Background: an optimization exercise with open tools, aiming at small area, a short achievable clock period and few clock cycles. Do not read the settings as production practice.
The RTL was checked by simulation tests, not by an equivalence proof against the original design.

## north
==> flow/design.v (excerpt) <==
module multiplier ( input  wire clk, start, is_signed,
                    input  wire [31:0] a, b,
                    output wire [63:0] s,
                    output reg  done
                   );
clock: 6.0 ns
lec_check: 0
cap_margin: 20
core_margin: 2
core_utilization: 50
setup_slack_margin: 3.3
slew_margin: 20
synth_hierarchical: 1
standard.sh (not shown) runs the stock make flow with config.mk's settings and CLKGATE_MAP_FILE= SYNTH_SCRIPT=/design/flow/synth_recipe.tcl, a recipe that flattens the netlist after the stock synthesis.
==> flow/flow/run.sh <==
#!/bin/bash
# The standard layout, with faster port buffers (buf_2 instead of the
# default delay-cell buffer) so register-to-port paths are not limited by them.
set -euo pipefail
bash standard.sh "BUFFER_PORTS_ARGS=-buffer_cell sky130_fd_sc_hd__buf_2" finish > standard_flow.log 2>&1
north closes out successfully: all stages finished, all timing, DRC and antenna checks passed.
Testbench counts of north, summed over its fixed seeds: cycles 9,600.
## Diff of input files: south against north
-- flow/config.mk --
<<< north, line 10
export CORE_UTILIZATION = 50
export SETUP_SLACK_MARGIN = 3.3
>>> south, line 10
export CORE_UTILIZATION = 40
export SETUP_SLACK_MARGIN = 3.8
Notes after the runs:
- Compared with north, in south global-route met3 utilization fell by 0.93 points; via count of the first global-routing pass rose by 1493; clock period minus worst slack fell by 50 ps.
- The proportion of layout cells with a drive suffix above 1 of south exceeds that of north by 16 points.
- The first element of the critical path comes out e2[0] in one run and e1[2] in the other, namely in north and south respectively.
- On cell area reported after detailed placement: between south and north, it ends up lower for north.
- Of south and north, the lower number of detailed-route iterations in the first pass belongs to north.
- Compare south and north | weighted congestion reported at the end of routability-driven placement lower: north
- Compared with north, in south total DRC errors in the routed layout shows no meaningful change; worst setup slack shows an increase of 50 ps.
- On number of DRC violations after detailed-routing iteration 0, south does worse than north.

========
Starting RTL as in the previous note.
==> flow/config.mk <==
export PLATFORM = sky130hd
export DESIGN_NAME = multiplier
export DESIGN_NICKNAME = multiplier
export VERILOG_FILES = /design/flow/design.v
export SDC_FILE = /design/flow/constraint.sdc
export NUM_CORES = 4
export LEC_CHECK = 0
export CAP_MARGIN = 20
export CORE_MARGIN = 2
export CORE_UTILIZATION = 40
export SETUP_SLACK_MARGIN = 3.6
export SLEW_MARGIN = 20
export SYNTH_HIERARCHICAL = 1
==> flow/constraint.sdc <==
create_clock -name core_clock -period 6.0 [get_ports {clk}]
set_input_delay 1.2000 -clock core_clock [delete_from_list [all_inputs] [get_ports {clk}]]
set_output_delay 1.2000 -clock core_clock [all_outputs]
set_load 0.01 [all_outputs]
Scripts as last shown in full above: flow/flow/run.sh
Testbench counts at the start, summed over its fixed seeds: cycles 9,600.
Change:
- CORE_UTILIZATION: 40 -> 60
- SETUP_SLACK_MARGIN: 3.6 -> 3.4
After rerunning: Setup slack degrades by 120 ps; core utilization is higher by 20 points; flip-flop and latch count is unchanged; cell area is lower by 7.9%; routed wire length is lower by about 12%; sequential share of layout area is higher by 1.7 points; cell count is lower by 10%.
Change:
- CORE_UTILIZATION: 60 -> 50
- SETUP_SLACK_MARGIN: 3.4 -> 2.7
Result:
- The new run produced a clean layout
- worst setup slack loses 470 ps
- die area climbs by 20%
- via count falls by 3.7%
- maximum frequency drops by 15%
- sequential share of layout area is higher by 0.57 points
- flip-flop and latch count does not change
- routed wire length came out lower by 3.1%
- utilization falls by 14 points
- synthesized area stays the same
- hold slack gets worse by 8.5 ps
- global-route usage falls by 5.3 points
Change:
- SETUP_SLACK_MARGIN: 2.7 -> 3.0
The changed run passed the timing, design-rule and antenna checks.
Non-clock buffer count came out higher by 1.
Cell count barely changes.
Synthesized cell count does not change.
Hold slack improved by 21 ps.
Area after synthesis does not change.
Clock skew hardly moves.
Die area does not change.
Worst setup slack gains 320 ps.
Global-route usage went down by 0.32 points.
Change:
- CORE_UTILIZATION: 50 -> 40
- SETUP_SLACK_MARGIN: 3.0 -> 3.7
=> Cell area rose by about 18%; die area rose by about 24%; routed wire length rose by about 25%; worst setup slack is better by 200 ps; clock-buffer cell count fell by 3; critical path depth fell by 1.

========
multiplier, a different RTL version from the one above (not shown whole).
Size in the first run: about 1600 cells after synthesis, about 130 I/O pins, roughly 16000 µm² of cells after synthesis.
Settings: LEC_CHECK=0, CAP_MARGIN=20, CORE_MARGIN=2, CORE_UTILIZATION=50, SETUP_SLACK_MARGIN=3.3, SLEW_MARGIN=20, SYNTH_HIERARCHICAL=1; clock period 6.0 ns.
Scripts as last shown in full above: flow/flow/run.sh
Testbench counts at the start, summed over its fixed seeds: cycles 9,600.
==> next run, changes <==
Settings changed: SETUP_SLACK_MARGIN 3.3 to 3.5.
=> Clock skew drops by 3.7 ps. Hold slack gets worse by 16 ps. Sequential share of layout area decreases by 1.2 points. Final area increases by about 5%. Global-route usage came out higher by 0.35 points. Routed wire length rises by about 2.6%. Non-clock buffer count goes up by 81. Via count rises by 3.2%. Area after synthesis is unchanged.
==> next run, changes <==
Settings changed: CORE_UTILIZATION 50 to 45, SETUP_SLACK_MARGIN 3.5 to 3.3.
Effect: Final cell count goes down by 2.9%. Worst setup slack is about the same. Wire length goes down by 2.7%. Final area goes down by 5.1%. Die area goes up by 11%. Sequential share of layout area goes up by 1.3 points. Worst hold slack is worse by 26 ps. Synthesized cell count does not change. Global-route usage goes down by 3.1 points. Critical path depth goes up by 1.
==> next run, changes <==
==> flow/flow/run.sh (replaced) <==
#!/bin/bash
# The standard layout, with faster port buffers (buf_1 instead of the
# default delay-cell buffer) so register-to-port paths are not limited by them.
set -euo pipefail
bash standard.sh "BUFFER_PORTS_ARGS=-buffer_cell sky130_fd_sc_hd__buf_1" finish > standard_flow.log 2>&1
Settings changed: CORE_UTILIZATION 45 to 50.
What happened: Final area goes up slightly. Via count is about the same. Wire length is about the same. Maximum frequency hardly moves. Final cell count barely changes. Register-to-register slack stays flat. Critical path depth goes down by 1. Non-clock buffer count goes up by 13.

========
Setup of run 1:
multiplier, a different RTL version from the one above (not shown whole).
For scale: about 1700 cells after synthesis, ~130 I/O pins.
Settings: LEC_CHECK=0, CAP_MARGIN=20, CORE_MARGIN=2, CORE_UTILIZATION=40, SETUP_SLACK_MARGIN=3.6, SLEW_MARGIN=20, SYNTH_HIERARCHICAL=1; clock period 6.0 ns.
==> flow/flow/run.sh <==
#!/bin/bash
# The standard layout, with faster port buffers (buf_2 instead of the
# default delay-cell buffer) so register-to-port paths are not limited by them.
set -euo pipefail
bash standard.sh "BUFFER_PORTS_ARGS=-buffer_cell sky130_fd_sc_hd__buf_2" finish > standard_flow.log 2>&1
Per the final summary, run 1 finished and its layout is clean on timing, DRC and antenna.
Testbench counts of run 1, summed over its fixed seeds: cycles 9,600.
What run 2 does differently from run 1 at the input level:
--- a/flow/config.mk
+++ b/flow/config.mk
@@ -9,3 +9,4 @@
 export CORE_MARGIN = 2
-export CORE_UTILIZATION = 40
+export CORE_UTILIZATION = 60
+export PLACE_DENSITY = 0.75
 export SETUP_SLACK_MARGIN = 3.6
Findings:
- NOTE: non-clock buffer count in the final layout in run 2 falls short of that of run 1
- Going from run 1 to run 2, count of unresolved DRC violations after routing roughly the same.
- Compared with run 1, in run 2 area growth from synthesis to final layout -2.2 points; H-tree depth reported by CTS ~0 delta.
- Cmp run 2 and run 1 / number of antenna violations at the first check in global routing / lower: run 1
- Run 2 ended with every stage complete and zero timing, DRC or antenna violations.
- Between run 1 and run 2, initial core utilization increased.
- [compare] base=run 1 new=run 2: wire length of the first global-routing pass has decreased, highest attainable clock frequency down 0.0073 GHz, placed instance area went down by about 1.5%.
Modified inputs, run 3 compared to run 2
==> flow/flow/run.sh <==
#!/bin/bash
# The standard layout, with faster port buffers (buf_2 instead of the
# default delay-cell buffer) and power recovery (downsizing of gates with
# slack) after global routing.
set -euo pipefail
bash standard.sh "BUFFER_PORTS_ARGS=-buffer_cell sky130_fd_sc_hd__buf_2" RECOVER_POWER=100 finish > standard_flow.log 2>&1
--- a/flow/config.mk
+++ b/flow/config.mk
@@ -9,5 +9,4 @@
 export CORE_MARGIN = 2
-export CORE_UTILIZATION = 60
-export PLACE_DENSITY = 0.75
-export SETUP_SLACK_MARGIN = 3.6
+export CORE_UTILIZATION = 40
+export SETUP_SLACK_MARGIN = 4.2
 export SLEW_MARGIN = 20
--- outcome ---
The flow for run 3 finished, though final verification flagged max-capacitance violations, max-slew violations. The standard cells in run 3 occupy more silicon area than those in run 2 do. Run 3 reports a higher number of nets in the layout than run 2 does. Post-synthesis to final-layout area growth on run 3 is up relative to run 2. Compared with run 2, run 3 instantiates a larger number of cells. Run 3 vs. run 2: share of the clock period used by the worst path went up by 24 points. The fraction of area in registers of run 3 is lower than that of run 2.

==> separate check: timing with driven ports <==
How much do the figures lean on ideal ports? The routed layouts below were timed once more, with nothing changed but the port constraints. Step 1 assumes that a clkbuf_16 drives the clock port and a buf_2 every other input. Step 2 times the ports against the registers' clock, not the clock port: input delays grow and output delays shrink by t, the midpoint of the rising clock arrivals with the driver on. Three values: ideal, step 1, step 2; two values: the first two.
| run | t (ns) | setup WS [ns] | worst setup path after step 2 |
|---|---|---|---|
| north | 0.516 | 3.402 / 3.402 / 3.005 | input to register |
| south | 0.513 | 3.452 / 3.452 / 3.397 | input to register |
| the first run of note 2 | 0.525 | 3.476 / 3.476 / 3.177 | input to register |
| the second run of note 2 | 0.493 | 3.356 / 3.356 / 3.100 | input to register |
| the third run of note 2 | 0.514 | 2.890 / 2.890 / 2.890 | register to register |
| the fourth run of note 2 | 0.510 | 3.207 / 3.207 / 2.870 | input to register |
| the fifth run of note 2 | 0.528 | 3.412 / 3.412 / 3.334 | input to register |
| the first run of note 3 | 0.512 | 3.382 / 3.382 / 2.984 | input to register |
| the second run of note 3 | 0.516 | 3.382 / 3.382 / 3.133 | input to register |
| the third run of note 3 | 0.518 | 3.381 / 3.381 / 3.133 | input to register |
| the fourth run of note 3 | 0.522 | 3.377 / 3.377 / 3.144 | input to register |
| run 1 | 0.533 | 3.517 / 3.517 / 3.181 | input to register |
| run 2 | 0.502 | 3.471 / 3.471 / 3.145 | input to register |
| run 3 | 0.536 | 2.037 / 1.851 / 1.315 | input to register |
The setup slack of run 3, which loses most, moves by -0.186 ns with the drivers and by -0.722 ns with both steps.
